This is an optimization exercise on Yosys and OpenROAD, whose aim is small area, a short achievable clock period and few clock cycles per item, not a production implementation.
No functional check of the RTL was part of any run shown here.
Power and IR drop assume default switching activity.

==> flow/design.v (outline; a module is shown in full before it is edited, if it fits) <==
// module decision_tree_classifier: 148 lines
module decision_tree_classifier (
    input   wire    clk,
    input   wire    rst,
    input   wire    start,
    input   signed  [31:0]  psd_gamma,
    input   signed  [31:0]  psd_beta,
    input   signed  [31:0]  psd_alpha,
    input   signed  [31:0]  psd_theta,
    input   signed  [31:0]  psd_delta,
    input   signed  [31:0]  peak_amplitude,
    input           [ 7:0]  zero_counter,
    input   signed  [31:0]  dwt_gamma_max,
    input   signed  [31:0]  dwt_gamma_min,
    input   signed  [31:0]  dwt_gamma_mean,
    input   signed  [31:0]  dwt_gamma_sum,
    input   signed  [31:0]  dwt_beta_max,
    input   signed  [31:0]  dwt_beta_min,
    input   signed  [31:0]  dwt_beta_mean,
    input   signed  [31:0]  dwt_beta_sum,
    input   signed  [31:0]  dwt_alpha_max,
    input   signed  [31:0]  dwt_alpha_min,
    input   signed  [31:0]  dwt_alpha_mean,
    input   signed  [31:0]  dwt_alpha_sum,
    input   signed  [31:0]  dwt_theta_max,
    input   signed  [31:0]  dwt_theta_min,
    input   signed  [31:0]  dwt_theta_mean,
    input   signed  [31:0]  dwt_theta_sum,
    input   signed  [31:0]  dwt_delta_max,
    input   signed  [31:0]  dwt_delta_min,
    input   signed  [31:0]  dwt_delta_mean,
    input   signed  [31:0]  dwt_delta_sum,
    output  reg             done,
    output  wire    [3:0]   class_label
);
  // ...
==> flow/flow/run.sh <==
#!/bin/bash
# Own layout flow: the standard ORFS flow and synthesis script, with three changes:
#  - ABC maps the logic with flow/abc.script (delay-targeted map) instead of ORFS's script;
#  - the port buffers are buf_1 instead of buffer_ports' default pick;
#  - the flow's timing repair aims at the setup margin set in flow/opts.sh.
# Each tool's output goes to the ORFS logs (orfs/logs/...) and to standard.log here.
set -euo pipefail
cd "$(dirname "$0")/.."
W=$(pwd)
source flow/opts.sh
cat > my_synth.tcl <<EOT
# synth_recipe.tcl with ABC's script replaced by flow/abc.script
proc abc {args} {
  set i [lsearch -exact \$args -script]
  if {\$i >= 0} { lset args [expr {\$i + 1}] $W/flow/abc.script }
  yosys abc {*}\$args
}
source $W/synth_recipe.tcl
EOT
sed "s#SYNTH_SCRIPT=[^ ]*synth_recipe.tcl#SYNTH_SCRIPT=$W/my_synth.tcl#" standard.sh > my_standard.sh
grep -q "SYNTH_SCRIPT=$W/my_synth.tcl" my_standard.sh
bash my_standard.sh > standard.log 2>&1
==> flow/flow/abc.script <==
strash
balance
rewrite
refactor
balance
rewrite
rewrite -z
balance
refactor -z
rewrite -z
balance
dch
map -D 1200
topo
stime -c
buffer -c
upsize -c
dnsize -c
==> flow/flow/opts.sh <==
# Settings for flow/run.sh (environment variables the ORFS scripts read).
# Port buffers: the smallest buffer rather than buffer_ports' default pick.
export BUFFER_PORTS_ARGS="-buffer_cell sky130_fd_sc_hd__buf_1"
# Timing repair aims below the real period (14 ns - 9.6 ns); config.mk's
# TNS_END_PERCENT 0 keeps it to the worst path.
export SETUP_SLACK_MARGIN=9.6
==> flow/standard.sh <==
#!/bin/bash
# synth_recipe.tcl (not shown) runs the flow's synth.tcl, then flattens the netlist and writes it again
# the make line also repeats each setting of config.mk as NAME=value (left out here)
make -C /OpenROAD-flow-scripts/flow DESIGN_CONFIG=/design/flow/config.mk WORK_HOME=/design/flow/orfs CLKGATE_MAP_FILE= SYNTH_SCRIPT=/design/flow/synth_recipe.tcl "${@:-finish}"
==> flow/config.mk <==
export PLATFORM = sky130hd
export DESIGN_NAME = decision_tree_classifier
export DESIGN_NICKNAME = decision_tree_classifier
export VERILOG_FILES = /design/flow/design.v
export SDC_FILE = /design/flow/constraint.sdc
export NUM_CORES = 4
export LEC_CHECK = 0
export CAP_MARGIN = 20
export CORE_AREA = 5 5 265 265
export CTS_BUF_LIST = sky130_fd_sc_hd__clkbuf_8
export DIE_AREA = 0 0 270 270
export PLACE_DENSITY = 0.6
export SLEW_MARGIN = 20
export SYNTH_MEMORY_MAX_BITS = 65536
export TNS_END_PERCENT = 0
==> flow/constraint.sdc <==
create_clock -name core_clock -period 14.0 [get_ports {clk}]
set_input_delay 2.8000 -clock core_clock [delete_from_list [all_inputs] [get_ports {clk}]]
set_output_delay 2.8000 -clock core_clock [all_outputs]
set_load 0.01 [all_outputs]
==> results.toml, run 1 <==
[routing]
highest_layer = "met5"
vias = 11650
drt_wl_total_um = 53900
ant_nets = 0
wl_per_cell_um = 19.59

[global_route]
first_global_vias = 11440
grt_util_met2_pct = 24.50
grt_max_degree = 9

[synth]
ys_ff_latch = 8
yosysMostFrequentCell = "inv_1"
synth_area_per_cell_um2 = 5.218
yosysWarnings = 1
synth.distinct_cells = 64

[placement]
post-place-ws_ns = 7.865
io_buffers = 668
dpl_cell_area_um2 = 9761
dp.cells = 2722

[layout]
fin_util_pct = 15.76
seq_share_pct = 1.561
nonClockBufferCount = 685
final_common_cell = "buf_1"
nets = 2712
multi_input_area_um2 = 5772

[critical_path]
crit_arrival_ns = 4.84
path_buf_inv = 1

[timing]
report.final.slew_viol_count = 0
setup_slack_ns = 9.276
worst_slew_pin_slew_ns = 0.6487
rsz0062_at_grt = "yes"
slew_headroom_pct = 56.55

[power_and_ir_drop]
power_density_nw_per_um2 = 28.91
swShare_pct = 55.00
power_leader = "combinational cells"
fin_total_pwr_mw = 0.3060
internal-power_mw = 0.1377
switchingPower_mw = 0.1683
leakage_nw = 3.637

[status]
status = "timing/DRC/antenna clean"

[cts]
ctsHoldBuffers = 0
cts.reportedPaths.clkPinSlew_ns = 0.06
htree_levels = 1

[floorplanning]
core_region_area_um2 = 67160
==> run 2: changes to the inputs <==
--- a/flow/design.v
+++ b/flow/design.v
@@ -123,27 +123,55 @@
 wire c87 = ~(~dwt_alpha_sum[31] & (dwt_alpha_sum[30] | (dwt_alpha_sum[29] | (dwt_alpha_sum[28] | (dwt_alpha_sum[27] | (dwt_alpha_sum[26] | (dwt_alpha_sum[25] & (dwt_alpha_sum[24] | (dwt_alpha_sum[23] & (dwt_alpha_sum[22] | (dwt_alpha_sum[21] & (dwt_alpha_sum[20] | (dwt_alpha_sum[19] | (dwt_alpha_sum[18] | (dwt_alpha_sum[17] | (dwt_alpha_sum[16] | (dwt_alpha_sum[15] & (dwt_alpha_sum[14] & (dwt_alpha_sum[13] | (dwt_alpha_sum[12] & (dwt_alpha_sum[11] & (dwt_alpha_sum[10] & (dwt_alpha_sum[9] & (dwt_alpha_sum[8] & (dwt_alpha_sum[7] | (dwt_alpha_sum[6] & (dwt_alpha_sum[5] & (dwt_alpha_sum[4] & (dwt_alpha_sum[3] & (dwt_alpha_sum[2] | (dwt_alpha_sum[1] & dwt_alpha_sum[0])))))))))))))))))))))))))))))));    
 wire c88 = ~(~dwt_theta_max[31] & (dwt_theta_max[30] | (dwt_theta_max[29] | (dwt_theta_max[28] | (dwt_theta_max[27] | (dwt_theta_max[26] & (dwt_theta_max[25] | (dwt_theta_max[24] & (dwt_theta_max[23] | (dwt_theta_max[22] & (dwt_theta_max[21] | (dwt_theta_max[20] & (dwt_theta_max[19] & (dwt_theta_max[18] & (dwt_theta_max[17] | (dwt_theta_max[16] | (dwt_theta_max[15] | (dwt_theta_max[14] | (dwt_theta_max[13] & (dwt_theta_max[12] | (dwt_theta_max[11] | (dwt_theta_max[10] & (dwt_theta_max[9] | (dwt_theta_max[8] | (dwt_theta_max[7] | (dwt_theta_max[6] & (dwt_theta_max[5] | (dwt_theta_max[4] | (dwt_theta_max[3] & (dwt_theta_max[2] & (dwt_theta_max[1] & dwt_theta_max[0])))))))))))))))))))))))))))))));    
 wire c89 = ~(~dwt_theta_mean[31] | (dwt_theta_mean[30] & (dwt_theta_mean[29] & (dwt_theta_mean[28] & (dwt_theta_mean[27] & (dwt_theta_mean[26] & (dwt_theta_mean[25] & (dwt_theta_mean[24] | (dwt_theta_mean[23] & (dwt_theta_mean[22] | (dwt_theta_mean[21] & (dwt_theta_mean[20] & (dwt_theta_mean[19] & (dwt_theta_mean[18] & (dwt_theta_mean[17] & (dwt_theta_mean[16] | (dwt_theta_mean[15] & (dwt_theta_mean[14] & (dwt_theta_mean[13] & (dwt_theta_mean[12] | (dwt_theta_mean[11] & (dwt_theta_mean[10] | (dwt_theta_mean[9] & (dwt_theta_mean[8] | (dwt_theta_mean[7] & (dwt_theta_mean[6] & (dwt_theta_mean[5] | (dwt_theta_mean[4] & (dwt_theta_mean[3] & (dwt_theta_mean[2] | dwt_theta_mean[1]))))))))))))))))))))))))))))));    
 wire c90 = ~(~dwt_delta_max[31] & (dwt_delta_max[30] | (dwt_delta_max[29] | (dwt_delta_max[28] | (dwt_delta_max[27] & (dwt_delta_max[26] | (dwt_delta_max[25] | (dwt_delta_max[24] | (dwt_delta_max[23] & (dwt_delta_max[22] | (dwt_delta_max[21] & (dwt_delta_max[20] | (dwt_delta_max[19] | (dwt_delta_max[18] | (dwt_delta_max[17] | (dwt_delta_max[16] | (dwt_delta_max[15] & (dwt_delta_max[14] | (dwt_delta_max[13] | (dwt_delta_max[12] & (dwt_delta_max[11] & (dwt_delta_max[10] & (dwt_delta_max[9] & (dwt_delta_max[8] & (dwt_delta_max[7] | (dwt_delta_max[6] | (dwt_delta_max[5] | (dwt_delta_max[4] & (dwt_delta_max[3] & dwt_delta_max[2])))))))))))))))))))))))))))));    
 wire c91 = ~(~dwt_delta_sum[31] & (dwt_delta_sum[30] | (dwt_delta_sum[29] | (dwt_delta_sum[28] | (dwt_delta_sum[27] | (dwt_delta_sum[26] & (dwt_delta_sum[25] | (dwt_delta_sum[24] | (dwt_delta_sum[23] & (dwt_delta_sum[22] | (dwt_delta_sum[21] | (dwt_delta_sum[20] | (dwt_delta_sum[19] & (dwt_delta_sum[18] | (dwt_delta_sum[17] | (dwt_delta_sum[16] & (dwt_delta_sum[15] & (dwt_delta_sum[14] | (dwt_delta_sum[13] | (dwt_delta_sum[12] & (dwt_delta_sum[11] | (dwt_delta_sum[10] & (dwt_delta_sum[9] | (dwt_delta_sum[8] & (dwt_delta_sum[7] & (dwt_delta_sum[6] | (dwt_delta_sum[5] | (dwt_delta_sum[4] & (dwt_delta_sum[3] | (dwt_delta_sum[2] | (dwt_delta_sum[1] | dwt_delta_sum[0])))))))))))))))))))))))))))))));    
 reg cmp_q0;
 reg cmp_q1;
 reg cmp_q2;
-reg sub_q3;
-reg sub_q4;
+reg cmp_q3;
+reg cmp_q4;
 reg sub_q5;
 reg sub_q6;
+reg cmp_q7;
+reg sub_q8;
+reg sub_q9;
+reg sub_q10;
+reg cmp_q11;
+reg sub_q12;
+reg cmp_q13;
+reg sub_q14;
+reg sub_q15;
+reg cmp_q16;
+reg cmp_q17;
+reg sub_q18;
+reg sub_q19;
+reg sub_q20;
 always_ff @(posedge clk or posedge rst) begin
     if (rst) done <= 1'b0;
     else     done <= start;
 end
 always_ff @(posedge clk) begin
     cmp_q0 <= c51;
     cmp_q1 <= c59;
     cmp_q2 <= c31;
-    sub_q3 <= (c73 ? (c64 ? (c14 ? (c10 ? (c42 ? (c79 ? 1'b0 : 1'b1) : 1'b0) : 1'b0) : (c87 ? (c27 ? (c1 ? 1'b0 : (c35 ? 1'b1 : 1'b0)) : (c34 ? 1'b1 : 1'b0)) : (c47 ? (c80 ? 1'b1 : (c45 ? 1'b1 : 1'b0)) : (c25 ? (c50 ? 1'b0 : 1'b1) : 1'b1)))) : (c22 ? (c91 ? (c84 ? 1'b0 : 1'b1) : 1'b1) : (c41 ? (c69 ? 1'b1 : 1'b0) : 1'b0))) : (c11 ? (c82 ? 1'b0 : (c44 ? 1'b0 : (c43 ? (c76 ? (c57 ? 1'b1 : 1'b0) : 1'b1) : 1'b0))) : (c83 ? (c26 ? (c21 ? 1'b0 : (c16 ? 1'b0 : 1'b1)) : (c72 ? (c12 ? 1'b1 : 1'b0) : 1'b1)) : (c46 ? 1'b1 : (c71 ? (c78 ? 1'b0 : 1'b1) : 1'b1)))));
-    sub_q4 <= (c55 ? (c54 ? 1'b0 : 1'b1) : 1'b0);
-    sub_q5 <= (c5 ? (c49 ? (c61 ? (c39 ? (c60 ? 1'b1 : (c0 ? 1'b0 : 1'b1)) : (c15 ? 1'b1 : 1'b0)) : (c23 ? 1'b0 : (c4 ? 1'b1 : 1'b0))) : (c85 ? 1'b0 : 1'b1)) : (c70 ? (c47 ? (c65 ? (c90 ? (c6 ? (c86 ? 1'b1 : 1'b0) : (c40 ? 1'b0 : 1'b1)) : (c28 ? 1'b1 : 1'b0)) : 1'b1) : (c77 ? (c19 ? 1'b0 : 1'b1) : (c7 ? 1'b0 : 1'b1))) : (c48 ? (c62 ? (c63 ? 1'b0 : (c29 ? 1'b1 : 1'b0)) : 1'b0) : 1'b0)));
-    sub_q6 <= (c37 ? (c81 ? (c68 ? (c53 ? (c56 ? 1'b1 : 1'b0) : (c74 ? 1'b0 : (c8 ? 1'b1 : 1'b0))) : (c18 ? (c17 ? (c30 ? 1'b0 : 1'b1) : (c33 ? 1'b0 : (c38 ? 1'b0 : 1'b1))) : (c58 ? (c36 ? (c89 ? 1'b1 : 1'b0) : 1'b1) : (c13 ? 1'b1 : 1'b0)))) : (c75 ? (c52 ? (c3 ? 1'b0 : 1'b1) : (c32 ? (c24 ? (c2 ? 1'b0 : 1'b1) : 1'b0) : (c66 ? 1'b0 : (c67 ? 1'b1 : 1'b0)))) : (c88 ? 1'b0 : 1'b1))) : (c9 ? (c20 ? 1'b1 : 1'b0) : 1'b1));
+    cmp_q3 <= c73;
+    cmp_q4 <= c64;
+    sub_q5 <= (c14 ? (c10 ? (c42 ? (c79 ? 1'b0 : 1'b1) : 1'b0) : 1'b0) : (c87 ? (c27 ? (c1 ? 1'b0 : (c35 ? 1'b1 : 1'b0)) : (c34 ? 1'b1 : 1'b0)) : (c47 ? (c80 ? 1'b1 : (c45 ? 1'b1 : 1'b0)) : (c25 ? (c50 ? 1'b0 : 1'b1) : 1'b1))));
+    sub_q6 <= (c22 ? (c91 ? (c84 ? 1'b0 : 1'b1) : 1'b1) : (c41 ? (c69 ? 1'b1 : 1'b0) : 1'b0));
+    cmp_q7 <= c11;
+    sub_q8 <= (c82 ? 1'b0 : (c44 ? 1'b0 : (c43 ? (c76 ? (c57 ? 1'b1 : 1'b0) : 1'b1) : 1'b0)));
+    sub_q9 <= (c83 ? (c26 ? (c21 ? 1'b0 : (c16 ? 1'b0 : 1'b1)) : (c72 ? (c12 ? 1'b1 : 1'b0) : 1'b1)) : (c46 ? 1'b1 : (c71 ? (c78 ? 1'b0 : 1'b1) : 1'b1)));
+    sub_q10 <= (c55 ? (c54 ? 1'b0 : 1'b1) : 1'b0);
+    cmp_q11 <= c5;
+    sub_q12 <= (c49 ? (c61 ? (c39 ? (c60 ? 1'b1 : (c0 ? 1'b0 : 1'b1)) : (c15 ? 1'b1 : 1'b0)) : (c23 ? 1'b0 : (c4 ? 1'b1 : 1'b0))) : (c85 ? 1'b0 : 1'b1));
+    cmp_q13 <= c70;
+    sub_q14 <= (c47 ? (c65 ? (c90 ? (c6 ? (c86 ? 1'b1 : 1'b0) : (c40 ? 1'b0 : 1'b1)) : (c28 ? 1'b1 : 1'b0)) : 1'b1) : (c77 ? (c19 ? 1'b0 : 1'b1) : (c7 ? 1'b0 : 1'b1)));
+    sub_q15 <= (c48 ? (c62 ? (c63 ? 1'b0 : (c29 ? 1'b1 : 1'b0)) : 1'b0) : 1'b0);
+    cmp_q16 <= c37;
+    cmp_q17 <= c81;
+    sub_q18 <= (c68 ? (c53 ? (c56 ? 1'b1 : 1'b0) : (c74 ? 1'b0 : (c8 ? 1'b1 : 1'b0))) : (c18 ? (c17 ? (c30 ? 1'b0 : 1'b1) : (c33 ? 1'b0 : (c38 ? 1'b0 : 1'b1))) : (c58 ? (c36 ? (c89 ? 1'b1 : 1'b0) : 1'b1) : (c13 ? 1'b1 : 1'b0))));
+    sub_q19 <= (c75 ? (c52 ? (c3 ? 1'b0 : 1'b1) : (c32 ? (c24 ? (c2 ? 1'b0 : 1'b1) : 1'b0) : (c66 ? 1'b0 : (c67 ? 1'b1 : 1'b0)))) : (c88 ? 1'b0 : 1'b1));
+    sub_q20 <= (c9 ? (c20 ? 1'b1 : 1'b0) : 1'b1);
 end
-assign class_label = {3'd0, (cmp_q0 ? (cmp_q1 ? (cmp_q2 ? sub_q3 : sub_q4) : sub_q5) : sub_q6)};
+assign class_label = {3'd0, (cmp_q0 ? (cmp_q1 ? (cmp_q2 ? (cmp_q3 ? (cmp_q4 ? sub_q5 : sub_q6) : (cmp_q7 ? sub_q8 : sub_q9)) : sub_q10) : (cmp_q11 ? sub_q12 : (cmp_q13 ? sub_q14 : sub_q15))) : (cmp_q16 ? (cmp_q17 ? sub_q18 : sub_q19) : sub_q20))};
 endmodule
==> flow/flow/opts.sh (replaced) <==
export BUFFER_PORTS_ARGS="-buffer_cell sky130_fd_sc_hd__buf_1"
export SETUP_SLACK_MARGIN=9
--- a/flow/config.mk
+++ b/flow/config.mk
@@ -7,9 +7,8 @@
 export LEC_CHECK = 0
 export CAP_MARGIN = 20
 export CORE_AREA = 5 5 265 265
 export CTS_BUF_LIST = sky130_fd_sc_hd__clkbuf_8
 export DIE_AREA = 0 0 270 270
 export PLACE_DENSITY = 0.6
 export SLEW_MARGIN = 20
 export SYNTH_MEMORY_MAX_BITS = 65536
-export TNS_END_PERCENT = 0
==> run 2 against run 1 <==
Effect of this change: utilization fell by 0.82 points; combinational power fell by 8.9%; final cell count fell by 1.2%; sequential power rose to 2.7 times the previous value; synthesized cell count fell by 1.4%; sequential share of layout area rose by 2.9 points; first-iteration DRC count fell by 47%; global-route usage fell by 1.1 points; total power rose by 10%; area after synthesis rose by 2.8%; critical path type unchanged; highest routed layer unchanged.
==> results.toml, run 2 <==
[status]
status = "timing/DRC/antenna clean"

[timing]
report.final.slew_viol_count = 0
fmax_ghz = 0.2026
rsz0062_at_grt = "no"
worst_slew_pin_slew_ns = 1.114
finalSetupViolations = 0
setup_slack_ns = 9.064
final_hold_viol_count = 0
fin_crit_ns = 4.936
slew_headroom_pct = 25.17
finalCritPeriodShare_pct = 35.26
finalSetupTns_ns = 0

[synth]
synth_common_cells = "inv_1, nor2_1, nand2_1"
yosysWarnings = 1
synth_area_per_cell_um2 = 5.445
ys_ff_latch = 22
synth-edff-count = 0
yosysMostFrequentCell = "inv_1"
synth-main-ff-cell = "dfxtp_1"
synth.distinct_cells = 67
synthArstFlopShare_pct = 4.545
yosysTopAreaCell = "inv_1"
synthesis.area_um2 = 6349
syn_inst = 1166
synthTopCellsByArea = "inv_1, nor2_1, a21oi_1"
yosysSeqAreaShare_pct = 7.016
yosysTopAreaCellShare_pct = 10.94

[global_route]
antenna_found_initial = 19
grt.overflow.total = 0
grt_usage_pct = 12.35
first_global_vias = 11450
grt_max_degree = 13
grt_pass1_wl_um = 68500

[routing]
dr_wl_met2_um = 24690
wl_met1_um = 18810
vias = 11450
via_per_inst = 4.212
drt_wl_total_um = 49090
drt_drc_violations_left = 0
ant_nets = 0
drt_iter0_drc = 481
wl_per_cell_um = 18.06
drtPass1Iterations = 7
wl_met3_um = 3733
highest_layer = "met5"

[critical_path]
crit_fanout = 6
crit_type = "in -> reg"
critPathCaptureType = "flip-flop"
crit_arrival_ns = 5.14
start_kind = "input port"
cp.required_ns = 14.21

[placement]
io_buffers = 668
dp.cells = 2706
gp_congestion = 1.030
post-place-ws_ns = 8.253
dpl_cell_area_um2 = 9937
detailed_place_hpwl_um = 45370

[cts]
cts_sinks = 22
clockBufferDepth = 2
htree_levels = 1
cts-buffers-inserted = 3
root_buffer = "clkbuf_8"
cts_tree = "built"
post_cts_buffers = 0
cts.reportedPaths.clkPinSlew_ns = 0.10

[floorplanning]
initial_core_util_pct = 9.453
die_y_um = 270
pin_count = 848
core_region_area_um2 = 67160
die_width_um = 270
rows = 95
die_area_um2 = 72900

[layout]
drive_gt1_share_pct = 2.504
nets = 2681
instances_no_fill = 2718
area_growth_pct = 57.98
stdcell_area_um2 = 10030
final_common_cell = "buf_1"
fillers = 7907
fin_util_pct = 14.93
layout_common_cells = "buf_1, inv_1, nor2_1"

[power_and_ir_drop]
leakage_nw = 3.433
irDropWorstVdd_mv = 0.02080
power_density_nw_per_um2 = 33.70

[min_path]
hold_class = "in -> async"

[job]
drv_cap = 0
==> run 2: cells by family after synthesis <==
kind of cell           Yosys count  synth area share, %
buffers and inverters          195                11.71
AO/OA/AOI/OAI                  382                38.89
multiplexers                     1               0.1577
AND/OR/NAND/NOR                565                42.18
other                            1              0.05907
flip-flops                      22                7.016
==> run 2: power breakdown <==
part           internal, mW  total, mW  switching [mW]
Sequential           0.0671     0.0690         0.00190
Combinational        0.0846      0.225           0.140
Clock                0.0197     0.0444          0.0247
Total                 0.171      0.338           0.167
==> run 2: metal layers <==
| layer | track usage, % | up-vias |
|---|---|---|
| met3 | 2.443 | 86 |
| met2 | 23.39 | 658 |
| met4 | 3.712 | 4 |
| met1 | 13.90 | 5085 |
| li1 | - | 5616 |
| met5 | 0 | - |
==> run 2: metrics by stage <==
step                hold WS, ns  total power [mW]
floorplan                 2.529            0.1587
global placement          2.642            0.2940
detailed placement        2.636            0.2951
CTS                       2.322            0.3434
global route              2.315            0.3730
finish                    2.329            0.3380
==> run 2: cell type report <==
cell class	count	area, um^2	share of cell area (%)
Inverter	191	716.9	7.148
Clock inverter	1	3.754	0.03743
Sequential cell	22	445.4	4.441
Antenna cell	8	20.02	0.1996
Multi-Input combinational cell	951	5195	51.80
Timing Repair Buffer	669	2515	25.07
Tap cell	873	1092	10.89
Clock buffer	3	41.29	0.4117
==> run 2: what timing repair did <==
action	CTS	global route
gates cloned	0	0
gates resized for setup	5	3
hold buffers	0	0
endpoints found under the setup margin	3	3
==> run 2: worst paths after layout <==
| check | startpoint | end | slack (ns) | cells past startpoint |
|---|---|---|---|---|
| min in group core_clock | start | done | 2.61 | 1 |
| worst max-delay path | peak_amplitude[4] | sub_q18 | 9.06 | 9 |
| max in group asynchronous | rst | done | 11.58 | 2 |
| worst min-delay path | rst | done | 2.33 | 2 |
==> run 2: critical path, cell delays in order <==
cell and delay, ns:
buf_1 0.13, or2_1 0.28, a211oi_1 0.23, nor3_1 0.08, o31ai_1 0.31, a211oi_1 0.13
o21ai_1 0.66, o2111ai_1 0.26, a32oi_1 0.25
==> run 3: changes to the inputs <==
==> flow/flow/opts.sh (replaced) <==
export BUFFER_PORTS_ARGS="-buffer_cell sky130_fd_sc_hd__buf_1"
export SETUP_SLACK_MARGIN=9
export SETUP_SLACK_MARGIN=9.8
==> run 3 against run 2 <==
Effect of this change: wire length grew 11%; design area grew 7.8%; critical path type unchanged; still clean on timing, DRC and antenna; synthesized cell count is the same; sequential power is essentially flat; worst setup slack gained 0.28 ns; utilization grew 1.2 points.
==> results.toml, run 3 <==
[synth]
yosysTopAreaCellShare_pct = 10.94
ys_ff_latch = 22
yosysWarnings = 1
yosysSeqAreaShare_pct = 7.016
syn_inst = 1166
synth-main-ff-cell = "dfxtp_1"
synthesis.area_um2 = 6349
yosysMostFrequentCell = "inv_1"
yosysTopAreaCell = "inv_1"
synth_area_per_cell_um2 = 5.445
synthArstFlopShare_pct = 4.545
synth_common_cells = "inv_1, nor2_1, nand2_1"
synth.distinct_cells = 67
synthTopCellsByArea = "inv_1, nor2_1, a21oi_1"
synth-edff-count = 0

[floorplanning]
die_width_um = 270
initial_core_util_pct = 9.453
die_y_um = 270
core_region_area_um2 = 67160
die_area_um2 = 72900
rows = 95
pin_count = 848

[critical_path]
critPathCaptureType = "flip-flop"
crit_fanout = 5
cp.required_ns = 14.11
crit_arrival_ns = 4.77
crit_type = "in -> reg"
start_kind = "input port"

[job]
drv_cap = 0

[status]
status = "timing/DRC/antenna clean"

[cts]
clockBufferDepth = 2
root_buffer = "clkbuf_8"
cts_tree = "built"
ctsHoldBuffers = 0
cts.reportedPaths.clkPinSlew_ns = 0.10
cts-buffers-inserted = 3
htree_levels = 1
cts_sinks = 22

[layout]
stdcell_area_um2 = 10810
multi_input_area_um2 = 5719
drive_gt1_share_pct = 8.874
final-seq-area_um2 = 447.9
layout_common_cells = "buf_1, inv_1, nor2_1"
area_growth_pct = 70.26
nets = 2692
final_common_cell = "buf_1"
fillers = 7888
fin_util_pct = 16.10

[timing]
fmax_ghz = 0.2145
slew_headroom_pct = 45.16
worst_slew_pin_slew_ns = 0.8140
report.final.slew_viol_count = 0
final_hold_viol_count = 0
finalSetupViolations = 0
fin_crit_ns = 4.661
rsz0062_at_grt = "yes"
finalSetupTns_ns = 0
finalCritPeriodShare_pct = 33.29

[global_route]
grt_pass1_wl_um = 73410
grt_max_degree = 13
grt.overflow.total = 0
antenna_found_initial = 29
grt_usage_pct = 13.54
first_global_vias = 11420

[routing]
vias = 11720
drt_iter0_drc = 624
via_per_inst = 4.275
drtPass1Iterations = 5
drt_wl_total_um = 54380
wl_per_cell_um = 19.84
ant_nets = 0
drt_drc_violations_left = 0

[min_path]
hold_class = "in -> async"

[power_and_ir_drop]
leakage_nw = 3.667
irDropWorstVdd_mv = 0.02390
power_density_nw_per_um2 = 33.74

[placement]
gp_congestion = 1.022
detailed_place_hpwl_um = 49920
io_buffers = 668
dpl_cell_area_um2 = 9952
## run 3: changes by cell type in the layout (fill, tap and decap cells not counted), moves of 7 or more
| cell | previous run | this run |
|---|---|---|
| buf_4 | 1 | 10 |
| inv_2 | 5 | 13 |
| o21ai_2 | 1 | 9 |
| a21oi_1 | 105 | 97 |
| inv_1 | 186 | 177 |
| diode_2 | 8 | 20 |
| nor2_1 | 148 | 141 |
| buf_6 | 0 | 7 |
| o21ai_0 | 87 | 73 |
| nor3_2 | 2 | 10 |
| nor3_1 | 78 | 68 |
| buf_1 | 668 | 648 |
| clkbuf_2 | 0 | 8 |
## run 3: critical path: stages
cell and delay [ns]:
buf_1 0.18, o211ai_1 0.13, nand3_1 0.09, a31oi_1 0.08, o21ai_1 0.15, nand3_1 0.09, a31oi_1 0.15, o21ai_1 0.22
or3_1 0.48, a21oi_2 0.26, o22ai_1 0.13
## run 3: cell families (layout without fill, tap and decap cells)
group | after synthesis | in the layout | synth area share, %
other cells | 1 | 23 | 0.05907
compound gates | 382 | 382 | 38.89
mux | 1 | 1 | 0.1577
simple gates | 565 | 565 | 42.18
flops | 22 | 22 | 7.016
buf+inv | 195 | 875 | 11.71
## run 3: final cells by class
type | instances | area share [%]
multi-input cells | 951 | 52.91
repair buffers | 680 | 25.22
well taps | 873 | 10.11
inverters | 191 | 6.644
flip-flops and latches | 22 | 4.144
clock buffers | 4 | 0.5093
diodes | 20 | 0.4630
## run 3: metal layers
metal,up-vias,GRT usage [%],share of wire [%]
li1,5647,-,-
met1,5274,15.97,39
met2,695,24.18,48
met3,85,3.349,8.9
met4,18,4.146,3.4
met5,-,0,0.20
## run 3: final timing paths
kind | end | from | slack (ns) | cells past startpoint
max | sub_q12 | psd_delta[4] | 9.34 | 11
min | done | rst | 2.31 | 2
max in group asynchronous | done | rst | 11.61 | 2
min in group core_clock | done | start | 2.67 | 1
## run 3: report_power, final
part	switching, mW	internal [mW]
clock network	0.0252	0.0252
registers	0.00211	0.0672
logic	0.151	0.0943
total	0.178	0.187
## run 3: stage by stage
step / power [mW] / cells / hold slack (ns) / setup WS (ns)
4_1_cts: 0.3600 / 2717 / 2.302 / 9.206
5_1_grt: 0.3974 / 2736 / 2.299 / 9.188
3_3_place_gp: 0.2948 / 2707 / 2.613 / 8.437
6_report: 0.3647 / 2741 / 2.307 / 9.339
3_5_place_dp: 0.2952 / 2707 / 2.614 / 8.414
2_1_floorplan: 0.1587 / 1168 / 2.529 / 9.654
## run 3: timing repair
item,CTS,global route
hold endpoints to repair,0,0
pin swaps,25,25
endpoints found under the setup margin,13,14
gates resized for setup,106,72
setup buffers,6,4

==> re-timing with driven ports <==
How much do the figures lean on ideal ports? The routed layouts below were timed once more, with nothing changed but the port constraints.
Step 1 sets driving cells, clkbuf_16 on the clock port and buf_2 on the other inputs (assumed; they add their load-dependent delay and slew).
Step 2 times the ports against the registers' clock, not the clock port: input delays grow and output delays shrink by t, the midpoint of the rising clock arrivals with the driver on.
Slacks: ideal / step 1 / step 2; pairs: ideal / step 1.
run | t, ns | slack for setup (ns) | clock arrival spread, ns | worst slew at a driven data input, ns
run 1 | 0.281 | 9.276 / 9.247 / 8.966 | 0.009 / 0.009 | 0.22
run 2 | 0.309 | 9.064 / 9.073 / 8.764 | 0.008 / 0.008 | 0.17
run 3 | 0.310 | 9.339 / 9.344 / 9.033 | 0.005 / 0.005 | 0.17
After both steps every run listed still meets setup and hold. For run 1, which loses most, drivers alone change the setup slack by -0.029 ns; drivers and shift together by -0.310 ns.
